From an optimization exercise on the open Yosys and OpenROAD flow, aimed at small area; shortcuts taken in it are not production practice.
The RTL was checked by simulation tests, not by an equivalence proof against the original design.
Power and IR drop assume default switching activity.

==> trial 82 <==
Design wlan_interleaver_top, start of the top module:
module wlan_interleaver_top(
    input wire clk,
    input wire reset,
    input wire il_in,
    output wire il_out,
    input wire dil_in,
    output wire dil_out
    );
==> flow/config.mk <==
export PLATFORM = sky130hd
export DESIGN_NAME = wlan_interleaver_top
export DESIGN_NICKNAME = wlan_interleaver_top
export VERILOG_FILES = /design/flow/design.v
export SDC_FILE = /design/flow/constraint.sdc
export NUM_CORES = 4
export LEC_CHECK = 0
export ABC_AREA = 1
export CAP_MARGIN = 20
export CORE_MARGIN = 2
export CORE_UTILIZATION = 60
export CTS_BUF_LIST = sky130_fd_sc_hd__clkbuf_4
export CTS_CLUSTER_DIAMETER = 50
export CTS_CLUSTER_SIZE = 10
export SLEW_MARGIN = 20
==> flow/constraint.sdc <==
create_clock -name core_clock -period 25.0 [get_ports {clk}]
set_input_delay 5.0000 -clock core_clock [delete_from_list [all_inputs] [get_ports {clk}]]
set_output_delay 5.0000 -clock core_clock [all_outputs]
set_load 0.01 [all_outputs]
standard.sh (not shown) runs the stock make flow with config.mk's settings and CLKGATE_MAP_FILE= SYNTH_SCRIPT=/design/flow/synth_recipe.tcl, a recipe that flattens the netlist after the stock synthesis.
==> flow/flow/run.sh <==
#!/bin/bash
# Own layout flow: the standard layout (standard.sh), run with a copy of
# the ORFS scripts in which only the ABC area script differs (pure area
# mapping, no buffering or gate upsizing for ABC's picosecond-read clock
# period); port buffers are the smallest buffer, and CTS uses clkbuf_4 and
# no dummy loads. Each step's full output goes to a log file here.
set -euo pipefail
W=$(pwd)
rm -rf "$W/own_scripts"
cp -r "$FLOW_HOME/scripts" "$W/own_scripts"
cp "$W/flow/abc_area.script" "$W/own_scripts/abc_area.script"
ARGS=(
  "SCRIPTS_DIR=$W/own_scripts"
  "BUFFER_PORTS_ARGS=-buffer_cell sky130_fd_sc_hd__buf_1"
  "CTS_ARGS=-sink_clustering_enable -repair_clock_nets -sink_clustering_size 12 -sink_clustering_max_diameter 40 -buf_list sky130_fd_sc_hd__clkbuf_4 -dont_use_dummy_load -distance_between_buffers 200"
)
bash standard.sh "${ARGS[@]}" synth > "$W/log_synth.txt" 2>&1
bash standard.sh "${ARGS[@]}" finish > "$W/log_layout.txt" 2>&1
test -f "$W/out/final.def"
==> flow/flow/abc_area.script <==
strash
ifraig
scorr
dc2
strash
dch -f
amap
topo
==> trial 38 (differences from trial 82) <==
--- a/flow/flow/run.sh
+++ b/flow/flow/run.sh
@@ -13,5 +13,5 @@
   "SCRIPTS_DIR=$W/own_scripts"
   "BUFFER_PORTS_ARGS=-buffer_cell sky130_fd_sc_hd__buf_1"
-  "CTS_ARGS=-sink_clustering_enable -repair_clock_nets -sink_clustering_size 12 -sink_clustering_max_diameter 40 -buf_list sky130_fd_sc_hd__clkbuf_4 -dont_use_dummy_load -distance_between_buffers 200"
+  "CTS_ARGS=-sink_clustering_enable -repair_clock_nets -sink_clustering_size 12 -sink_clustering_max_diameter 30 -buf_list sky130_fd_sc_hd__clkbuf_4 -dont_use_dummy_load"
 )
 bash standard.sh "${ARGS[@]}" synth > "$W/log_synth.txt" 2>&1
CORE_UTILIZATION = 70   (was 60)
==> run notes <==
Of trial 82 and trial 38, trial 38 has the higher register-to-register slack (gap 80 ps).
Against trial 82, the sequential share of layout area of trial 38 is lower by 0.28 points.
Die area: trial 82 is larger than trial 38 (about 16%).
Core utilization: trial 82 is lower than trial 38 (12 points).
In trial 38 the final area is larger than in trial 82, by 0.36%.

* * *

==> run X: inputs <==
==> flow/design.v <==
module ktoi(Ncbps,k,i);
	input wire [6:0]Ncbps;  
	input wire [6:0]k;
	output reg [7:0]i;
	always@(*)
	begin
		if (Ncbps == 7'd48)
		begin
			i = (4'd3)*(k%(5'd16)) + (k >> 4);
		end
		else if (Ncbps == 7'd96)
		begin
			i = (4'd6)*(k%(5'd16)) + (k >> 4);
		end
		else  
			i = 8'b0;
	end
endmodule
module itok(Ncbps,i,k);
	input wire [6:0]Ncbps;  
	input wire [6:0]i;
	output reg [6:0]k;  
	always@(*)
	begin
		if (Ncbps == 7'd48)
		begin
			k = (i<<4) - 47*((i<<4)/48);
		end
		else if (Ncbps == 7'd96)
		begin
			k = (i<<4) - 95*((i<<4)/96);
		end
		else  
			k = 8'b0;
	end
endmodule
module interleaver(
    input wire clk,
    input wire [11:0] c,
    input wire in,
    output reg out
    );
	reg [18:0] p0;
	always @(posedge clk) p0 <= {p0[17:0], in};
	reg [7:0] s1_1;
	reg [7:0] s1_2;
	wire s1_o1 = s1_1[7];
	wire s1_o2 = s1_2[7];
	wire s1_i1 = c[0] ? p0[18] : s1_o1;
	wire s1_i2 = c[1] ? p0[18] : s1_o2;
	wire s1_y = c[0] ? s1_o1 : c[1] ? s1_o2 : p0[18];
	always @(posedge clk) s1_1 <= {s1_1[6:0], s1_i1};
	always @(posedge clk) s1_2 <= {s1_2[6:0], s1_i2};
	reg [3:0] s2_1;
	reg [3:0] s2_2;
	wire s2_o1 = s2_1[3];
	wire s2_o2 = s2_2[3];
	wire s2_i1 = c[2] ? s1_y : s2_o1;
	wire s2_i2 = c[3] ? s1_y : s2_o2;
	wire s2_y = c[2] ? s2_o1 : c[3] ? s2_o2 : s1_y;
	always @(posedge clk) s2_1 <= {s2_1[2:0], s2_i1};
	always @(posedge clk) s2_2 <= {s2_2[2:0], s2_i2};
	reg [1:0] s3_1;
	reg [1:0] s3_2;
	wire s3_o1 = s3_1[1];
	wire s3_o2 = s3_2[1];
	wire s3_i1 = c[4] ? s2_y : s3_o1;
	wire s3_i2 = c[5] ? s2_y : s3_o2;
	wire s3_y = c[4] ? s3_o1 : c[5] ? s3_o2 : s2_y;
	always @(posedge clk) s3_1 <= {s3_1[0:0], s3_i1};
	always @(posedge clk) s3_2 <= {s3_2[0:0], s3_i2};
	reg [0:0] s4_1;
	reg [0:0] s4_2;
	wire s4_o1 = s4_1[0];
	wire s4_o2 = s4_2[0];
	wire s4_i1 = c[6] ? s3_y : s4_o1;
	wire s4_i2 = c[7] ? s3_y : s4_o2;
	wire s4_y = c[6] ? s4_o1 : c[7] ? s4_o2 : s3_y;
	always @(posedge clk) s4_1 <= s4_i1;
	always @(posedge clk) s4_2 <= s4_i2;
	reg [1:0] p5;
	always @(posedge clk) p5 <= {p5[0:0], s4_y};
	reg [23:0] s6_1;
	wire s6_o1 = s6_1[23];
	wire s6_i1 = c[8] ? s6_o1 : p5[1];
	wire s6_y = c[8] ? p5[1] : s6_o1;
	always @(posedge clk) s6_1 <= {s6_1[22:0], s6_i1};
	reg [11:0] s7_1;
	wire s7_o1 = s7_1[11];
	wire s7_i1 = c[9] ? s7_o1 : s6_y;
	wire s7_y = c[9] ? s6_y : s7_o1;
	always @(posedge clk) s7_1 <= {s7_1[10:0], s7_i1};
	reg [5:0] s8_1;
	wire s8_o1 = s8_1[5];
	wire s8_i1 = c[10] ? s8_o1 : s7_y;
	wire s8_y = c[10] ? s7_y : s8_o1;
	always @(posedge clk) s8_1 <= {s8_1[4:0], s8_i1};
	reg [2:0] s9_1;
	wire s9_o1 = s9_1[2];
	wire s9_i1 = c[11] ? s9_o1 : s8_y;
	wire s9_y = c[11] ? s8_y : s9_o1;
	always @(posedge clk) s9_1 <= {s9_1[1:0], s9_i1};
	always @(posedge clk) out <= s9_y;
endmodule
module deinterleaver(
    input wire clk,
    input wire [11:0] c,
    input wire in,
    output reg out
    );
	reg [5:0] p0;
	always @(posedge clk) p0 <= {p0[4:0], in};
	reg [2:0] s1_1;
	wire s1_o1 = s1_1[2];
	wire s1_i1 = c[0] ? s1_o1 : p0[5];
	wire s1_y = c[0] ? p0[5] : s1_o1;
	always @(posedge clk) s1_1 <= {s1_1[1:0], s1_i1};
	reg [5:0] s2_1;
	wire s2_o1 = s2_1[5];
	wire s2_i1 = c[1] ? s2_o1 : s1_y;
	wire s2_y = c[1] ? s1_y : s2_o1;
	always @(posedge clk) s2_1 <= {s2_1[4:0], s2_i1};
	reg [11:0] s3_1;
	wire s3_o1 = s3_1[11];
	wire s3_i1 = c[2] ? s3_o1 : s2_y;
	wire s3_y = c[2] ? s2_y : s3_o1;
	always @(posedge clk) s3_1 <= {s3_1[10:0], s3_i1};
	reg [23:0] s4_1;
	wire s4_o1 = s4_1[23];
	wire s4_i1 = c[3] ? s4_o1 : s3_y;
	wire s4_y = c[3] ? s3_y : s4_o1;
	always @(posedge clk) s4_1 <= {s4_1[22:0], s4_i1};
	reg [1:0] p5;
	always @(posedge clk) p5 <= {p5[0:0], s4_y};
	reg [0:0] s6_1;
	reg [0:0] s6_2;
	wire s6_o1 = s6_1[0];
	wire s6_o2 = s6_2[0];
	wire s6_i1 = c[4] ? p5[1] : s6_o1;
	wire s6_i2 = c[5] ? p5[1] : s6_o2;
	wire s6_y = c[4] ? s6_o1 : c[5] ? s6_o2 : p5[1];
	always @(posedge clk) s6_1 <= s6_i1;
	always @(posedge clk) s6_2 <= s6_i2;
	reg [1:0] s7_1;
	reg [1:0] s7_2;
	wire s7_o1 = s7_1[1];
	wire s7_o2 = s7_2[1];
	wire s7_i1 = c[6] ? s6_y : s7_o1;
	wire s7_i2 = c[7] ? s6_y : s7_o2;
	wire s7_y = c[6] ? s7_o1 : c[7] ? s7_o2 : s6_y;
	always @(posedge clk) s7_1 <= {s7_1[0:0], s7_i1};
	always @(posedge clk) s7_2 <= {s7_2[0:0], s7_i2};
	reg [3:0] s8_1;
	reg [3:0] s8_2;
	wire s8_o1 = s8_1[3];
	wire s8_o2 = s8_2[3];
	wire s8_i1 = c[8] ? s7_y : s8_o1;
	wire s8_i2 = c[9] ? s7_y : s8_o2;
	wire s8_y = c[8] ? s8_o1 : c[9] ? s8_o2 : s7_y;
	always @(posedge clk) s8_1 <= {s8_1[2:0], s8_i1};
	always @(posedge clk) s8_2 <= {s8_2[2:0], s8_i2};
	reg [7:0] s9_1;
	reg [7:0] s9_2;
	wire s9_o1 = s9_1[7];
	wire s9_o2 = s9_2[7];
	wire s9_i1 = c[10] ? s8_y : s9_o1;
	wire s9_i2 = c[11] ? s8_y : s9_o2;
	wire s9_y = c[10] ? s9_o1 : c[11] ? s9_o2 : s8_y;
	always @(posedge clk) s9_1 <= {s9_1[6:0], s9_i1};
	always @(posedge clk) s9_2 <= {s9_2[6:0], s9_i2};
	reg [12:0] p10;
	always @(posedge clk) p10 <= {p10[11:0], s9_y};
	always @(posedge clk) out <= p10[12];
endmodule
module wlan_interleaver_top(
    input wire clk,
    input wire reset,
    input wire il_in,
    output wire il_out,
    input wire dil_in,
    output wire dil_out
    );
	reg [4:0] B;
	reg [1:0] e;
	always @(posedge clk or negedge reset)
	begin
		if (!reset)
		begin
			B <= 5'd7;
			e <= 2'd1;
		end
		else if (e == 2'd3)
		begin
			B <= B ^ {&B[3:0], &B[2:0], &B[1:0], B[0], 1'b1};
			e <= 2'd1;
		end
		else if (e == 2'd1)
			e <= 2'd2;
		else
			e <= 2'd3;
	end
	reg sig_dl, sig_il;
	always @(posedge clk or negedge reset)
	begin
		if (!reset)
		begin
			sig_dl <= 1'b1;
			sig_il <= 1'b1;
		end
		else
		begin
			if (B[3] && B[4])
				sig_dl <= 1'b0;
			if (!sig_dl && B[0] && B[2] && !B[3] && B[4])
				sig_il <= 1'b0;
		end
	end
	wire [23:0] cy;
	wlan_ctl u_ctl (.B(B), .e(e), .sig_il(sig_il), .sig_dl(sig_dl), .y(cy));
	wire il_a1 = cy[0];
	wire il_b1 = cy[1];
	wire il_a2 = cy[2];
	wire il_b2 = cy[3];
	wire il_a3 = cy[4];
	wire il_b3 = cy[5];
	wire il_a4 = cy[6];
	wire il_b4 = cy[7];
	wire il_g6 = cy[8];
	wire il_g7 = cy[9];
	wire il_g8 = cy[10];
	wire il_g9 = cy[11];
	wire dl_g1 = cy[12];
	wire dl_g2 = cy[13];
	wire dl_g3 = cy[14];
	wire dl_g4 = cy[15];
	wire dl_a6 = cy[16];
	wire dl_b6 = cy[17];
	wire dl_a7 = cy[18];
	wire dl_b7 = cy[19];
	wire dl_a8 = cy[20];
	wire dl_b8 = cy[21];
	wire dl_a9 = cy[22];
	wire dl_b9 = cy[23];
	interleaver u_il (
		.clk(clk),
		.c({il_g9, il_g8, il_g7, il_g6, il_b4, il_a4, il_b3, il_a3, il_b2, il_a2, il_b1, il_a1}),
		.in(il_in),
		.out(il_out)
	);
	deinterleaver u_dil (
		.clk(clk),
		.c({dl_b9, dl_a9, dl_b8, dl_a8, dl_b7, dl_a7, dl_b6, dl_a6, dl_g4, dl_g3, dl_g2, dl_g1}),
		.in(dil_in),
		.out(dil_out)
	);
endmodule
module wlan_ctl(B, e, sig_il, sig_dl, y);
  input [4:0] B;
  wire [4:0] B;
  input [1:0] e;
  wire [1:0] e;
  input sig_il;
  wire sig_il;
  input sig_dl;
  wire sig_dl;
  output [23:0] y;
  wire [23:0] y;
  wire dl_a6;
  wire dl_a7;
  wire dl_a8;
  wire dl_a9;
  wire dl_b6;
  wire dl_b7;
  wire dl_b8;
  wire dl_b9;
  wire dl_g1;
  wire dl_g2;
  wire dl_g3;
  wire dl_g4;
  wire il_a1;
  wire il_a2;
  wire il_a3;
  wire il_a4;
  wire il_b1;
  wire il_b2;
  wire il_b3;
  wire il_b4;
  wire il_g6;
  wire il_g7;
  wire il_g8;
  wire il_g9;
  wire n0;
  wire n1;
  wire n10;
  wire n11;
  wire n12;
  wire n13;
  wire n14;
  wire n15;
  wire n16;
  wire n17;
  wire n18;
  wire n19;
  wire n2;
  wire n20;
  wire n3;
  wire n4;
  wire n5;
  wire n6;
  wire n7;
  wire n8;
  wire n9;
  assign n8 = ~B[1];
  assign n7 = B[0] & e[1];
  assign n6 = n8 & ~(n7);
  assign n5 = B[2] & ~(n6);
  assign n4 = ~B[0];
  assign n3 = e[0] & e[1];
  assign n2 = n4 & ~(n3);
  assign n1 = B[1] & ~(n2);
  assign dl_b8 = ~(n5 | n1);
  assign n0 = B[1] ? n2 : n7;
  assign n20 = ~B[2];
  assign dl_a8 = n20 ? n1 : n0;
  assign dl_b7 = n6 | n2;
  assign dl_a7 = n7 ? n8 : n1;
  assign dl_b6 = ~(n7 | n3);
  assign n19 = e[1] & ~(e[0]);
  assign dl_a6 = n4 ? n3 : n19;
  assign n18 = B[3] | sig_dl;
  assign dl_g4 = B[4] & ~(n18);
  assign dl_g3 = B[2] & ~(n18);
  assign n17 = ~n1;
  assign n16 = ~((n17 & n20) | B[3]);
  assign dl_b9 = ~(n16 | n5);
  assign n15 = sig_dl | ~(B[1]);
  assign dl_g2 = B[2] & ~(n15);
  assign dl_g1 = B[0] & ~(n15);
  assign n14 = sig_il | B[1];
  assign il_g9 = n4 & ~(n14);
  assign il_g8 = n20 & ~(n14);
  assign n13 = sig_il | ~(B[3]);
  assign il_g7 = n20 & ~(n13);
  assign il_g6 = B[4] & ~(n13);
  assign n12 = ~e[1];
  assign il_b4 = B[0] ? n12 : n19;
  assign il_a4 = ~dl_b6;
  assign il_b3 = n2 ? B[1] : n6;
  assign il_a3 = ~dl_b7;
  assign il_b2 = B[2] ? n6 : n0;
  assign il_a2 = ~dl_b8;
  assign n11 = n1 | B[3];
  assign n10 = n20 ? n1 : n6;
  assign n9 = ~(n10 & B[3]);
  assign il_b1 = ~((n11 | B[2]) & n9);
  assign il_a1 = ~dl_b9;
  assign dl_a9 = B[3] ? n5 : n10;
  assign y = { dl_b9, dl_a9, dl_b8, dl_a8, dl_b7, dl_a7, dl_b6, dl_a6, dl_g4, dl_g3, dl_g2, dl_g1, il_g9, il_g8, il_g7, il_g6, il_b4, il_a4, il_b3, il_a3, il_b2, il_a2, il_b1, il_a1 };
endmodule
==> flow/flow/run.sh <==
#!/bin/bash
# Own layout flow: the standard layout (standard.sh), run with a copy of
# the ORFS scripts in which only the ABC area script differs (pure area
# mapping, no buffering or gate upsizing for ABC's picosecond-read clock
# period); port buffers are the smallest buffer, and CTS uses clkbuf_4 and
# no dummy loads. Each step's full output goes to a log file here.
set -euo pipefail
W=$(pwd)
rm -rf "$W/own_scripts"
cp -r "$FLOW_HOME/scripts" "$W/own_scripts"
cp "$W/flow/abc_area.script" "$W/own_scripts/abc_area.script"
ARGS=(
  "SCRIPTS_DIR=$W/own_scripts"
  "BUFFER_PORTS_ARGS=-buffer_cell sky130_fd_sc_hd__buf_1"
  "CTS_ARGS=-sink_clustering_enable -repair_clock_nets -sink_clustering_size 12 -sink_clustering_max_diameter 40 -buf_list sky130_fd_sc_hd__clkbuf_4 -dont_use_dummy_load"
)
bash standard.sh "${ARGS[@]}" synth > "$W/log_synth.txt" 2>&1
bash standard.sh "${ARGS[@]}" finish > "$W/log_layout.txt" 2>&1
test -f "$W/out/final.def"
==> flow/flow/abc_area.script <==
strash
ifraig
scorr
dc2
strash
dch -f
amap
topo
==> flow/standard.sh <==
#!/bin/bash
# synth_recipe.tcl (not shown) runs the flow's synth.tcl, then flattens the netlist and writes it again
# the make line also repeats each setting of config.mk as NAME=value (left out here)
make -C /OpenROAD-flow-scripts/flow DESIGN_CONFIG=/design/flow/config.mk WORK_HOME=/design/flow/orfs CLKGATE_MAP_FILE= SYNTH_SCRIPT=/design/flow/synth_recipe.tcl "${@:-finish}"
==> flow/config.mk <==
export PLATFORM = sky130hd
export DESIGN_NAME = wlan_interleaver_top
export DESIGN_NICKNAME = wlan_interleaver_top
export VERILOG_FILES = /design/flow/design.v
export SDC_FILE = /design/flow/constraint.sdc
export NUM_CORES = 4
export LEC_CHECK = 0
export ABC_AREA = 1
export CAP_MARGIN = 20
export CORE_MARGIN = 2
export CORE_UTILIZATION = 55
export CTS_BUF_LIST = sky130_fd_sc_hd__clkbuf_4
export CTS_CLUSTER_DIAMETER = 50
export CTS_CLUSTER_SIZE = 10
export SLEW_MARGIN = 20
==> flow/constraint.sdc <==
create_clock -name core_clock -period 25.0 [get_ports {clk}]
set_input_delay 5.0000 -clock core_clock [delete_from_list [all_inputs] [get_ports {clk}]]
set_output_delay 5.0000 -clock core_clock [all_outputs]
set_load 0.01 [all_outputs]
==> run C: changes against run X <==
--- a/flow/flow/run.sh
+++ b/flow/flow/run.sh
@@ -14,3 +14,3 @@
   "BUFFER_PORTS_ARGS=-buffer_cell sky130_fd_sc_hd__buf_1"
-  "CTS_ARGS=-sink_clustering_enable -repair_clock_nets -sink_clustering_size 12 -sink_clustering_max_diameter 40 -buf_list sky130_fd_sc_hd__clkbuf_4 -dont_use_dummy_load"
+  "CTS_ARGS=-sink_clustering_enable -repair_clock_nets -sink_clustering_size 12 -sink_clustering_max_diameter 30 -buf_list sky130_fd_sc_hd__clkbuf_4 -dont_use_dummy_load"
 )
--- a/flow/config.mk
+++ b/flow/config.mk
@@ -10,3 +10,3 @@
 export CORE_MARGIN = 2
-export CORE_UTILIZATION = 55
+export CORE_UTILIZATION = 60
 export CTS_BUF_LIST = sky130_fd_sc_hd__clkbuf_4
==> run A: changes against run X <==
--- a/flow/flow/run.sh
+++ b/flow/flow/run.sh
@@ -14,3 +14,3 @@
   "BUFFER_PORTS_ARGS=-buffer_cell sky130_fd_sc_hd__buf_1"
-  "CTS_ARGS=-sink_clustering_enable -repair_clock_nets -sink_clustering_size 12 -sink_clustering_max_diameter 40 -buf_list sky130_fd_sc_hd__clkbuf_4 -dont_use_dummy_load"
+  "CTS_ARGS=-sink_clustering_enable -repair_clock_nets -sink_clustering_size 10 -sink_clustering_max_diameter 40 -buf_list sky130_fd_sc_hd__clkbuf_4 -dont_use_dummy_load"
 )
--- a/flow/config.mk
+++ b/flow/config.mk
@@ -10,3 +10,3 @@
 export CORE_MARGIN = 2
-export CORE_UTILIZATION = 55
+export CORE_UTILIZATION = 60
 export CTS_BUF_LIST = sky130_fd_sc_hd__clkbuf_4
==> run B: changes against run X <==
--- a/flow/config.mk
+++ b/flow/config.mk
@@ -10,3 +10,3 @@
 export CORE_MARGIN = 2
-export CORE_UTILIZATION = 55
+export CORE_UTILIZATION = 60
 export CTS_BUF_LIST = sky130_fd_sc_hd__clkbuf_4
==> comparison table <==
	run B	run A	run X	run C
Outcome	no timing/DRC/antenna violations	no timing/DRC/antenna violations	no timing/DRC/antenna violations	no timing/DRC/antenna violations
GRT Total Usage	0.141	0.144	0.125	0.143
Relative contribution of sequential cells to total power	0.729	0.716	0.725	0.711
Max stage delay on crit path	340 ps	330 ps	320 ps	330 ps
Clock network fraction of total power	0.267	0.281	0.271	0.285
Die Height	93.8 microns	93.8 microns	97.7 microns	93.8 microns
Most congested layer reported by global routing	met2	met1	met1	met2
Fraction of area in registers	0.810	0.806	0.808	0.803
Area post-placement	4980 sq um	4980 sq um	4990 sq um	4980 sq um
Hold Path End	u_dil.s4_1[15]	u_dil.s4_1[14]	u_dil.p5[1]	u_il.s1_1[1]
FP Rows	32	32	34	32
Relative slew slack	0.690	0.706	0.661	0.692
Via density	4.70	4.72	4.75	4.73
Synthesis-to-finish area growth	6.14%	6.76%	6.45%	7.07%
Count of nets after finishing	371	375	372	377
Setup clock skew after layout	16.4 ps	28.0 ps	24.7 ps	86.9 ps

re-timing with driven ports:
The flow's constraints put no driver on any port. The routed layouts listed below were extracted and timed again, unchanged, in two steps.
Step 1: set_driving_cell puts a clkbuf_16 on clk and a buf_2 on each other input, an assumption about the parent block.
Step 2 adds t to the input delays and takes it off the output delays; t is the mean of the earliest and latest rising clock arrival at the registers after step 1. Input paths then give back, and output paths get back, about the clock's delay inside the block.
a / b / c = ideal / step 1 / step 2; a / b = the first two.
run | t (ns) | setup slack, ns | worst register clock-pin slew, ns
trial 82 | 0.575 | 18.785 / 18.798 / 18.223 | 0.11 / 0.11
trial 38 | 0.574 | 18.834 / 18.842 / 18.268 | 0.11 / 0.11
run X | 0.569 | 18.992 / 18.964 / 19.532 | 0.11 / 0.11
run C | 0.560 | 18.987 / 18.958 / 19.519 | 0.11 / 0.11
run A | 0.571 | 18.971 / 18.942 / 19.513 | 0.10 / 0.10
run B | 0.567 | 18.973 / 18.945 / 19.512 | 0.12 / 0.12
After both steps setup and hold are still met in every run listed. The setup slack of trial 38, which loses most, moves by +0.008 ns with the drivers and by -0.566 ns with both steps.
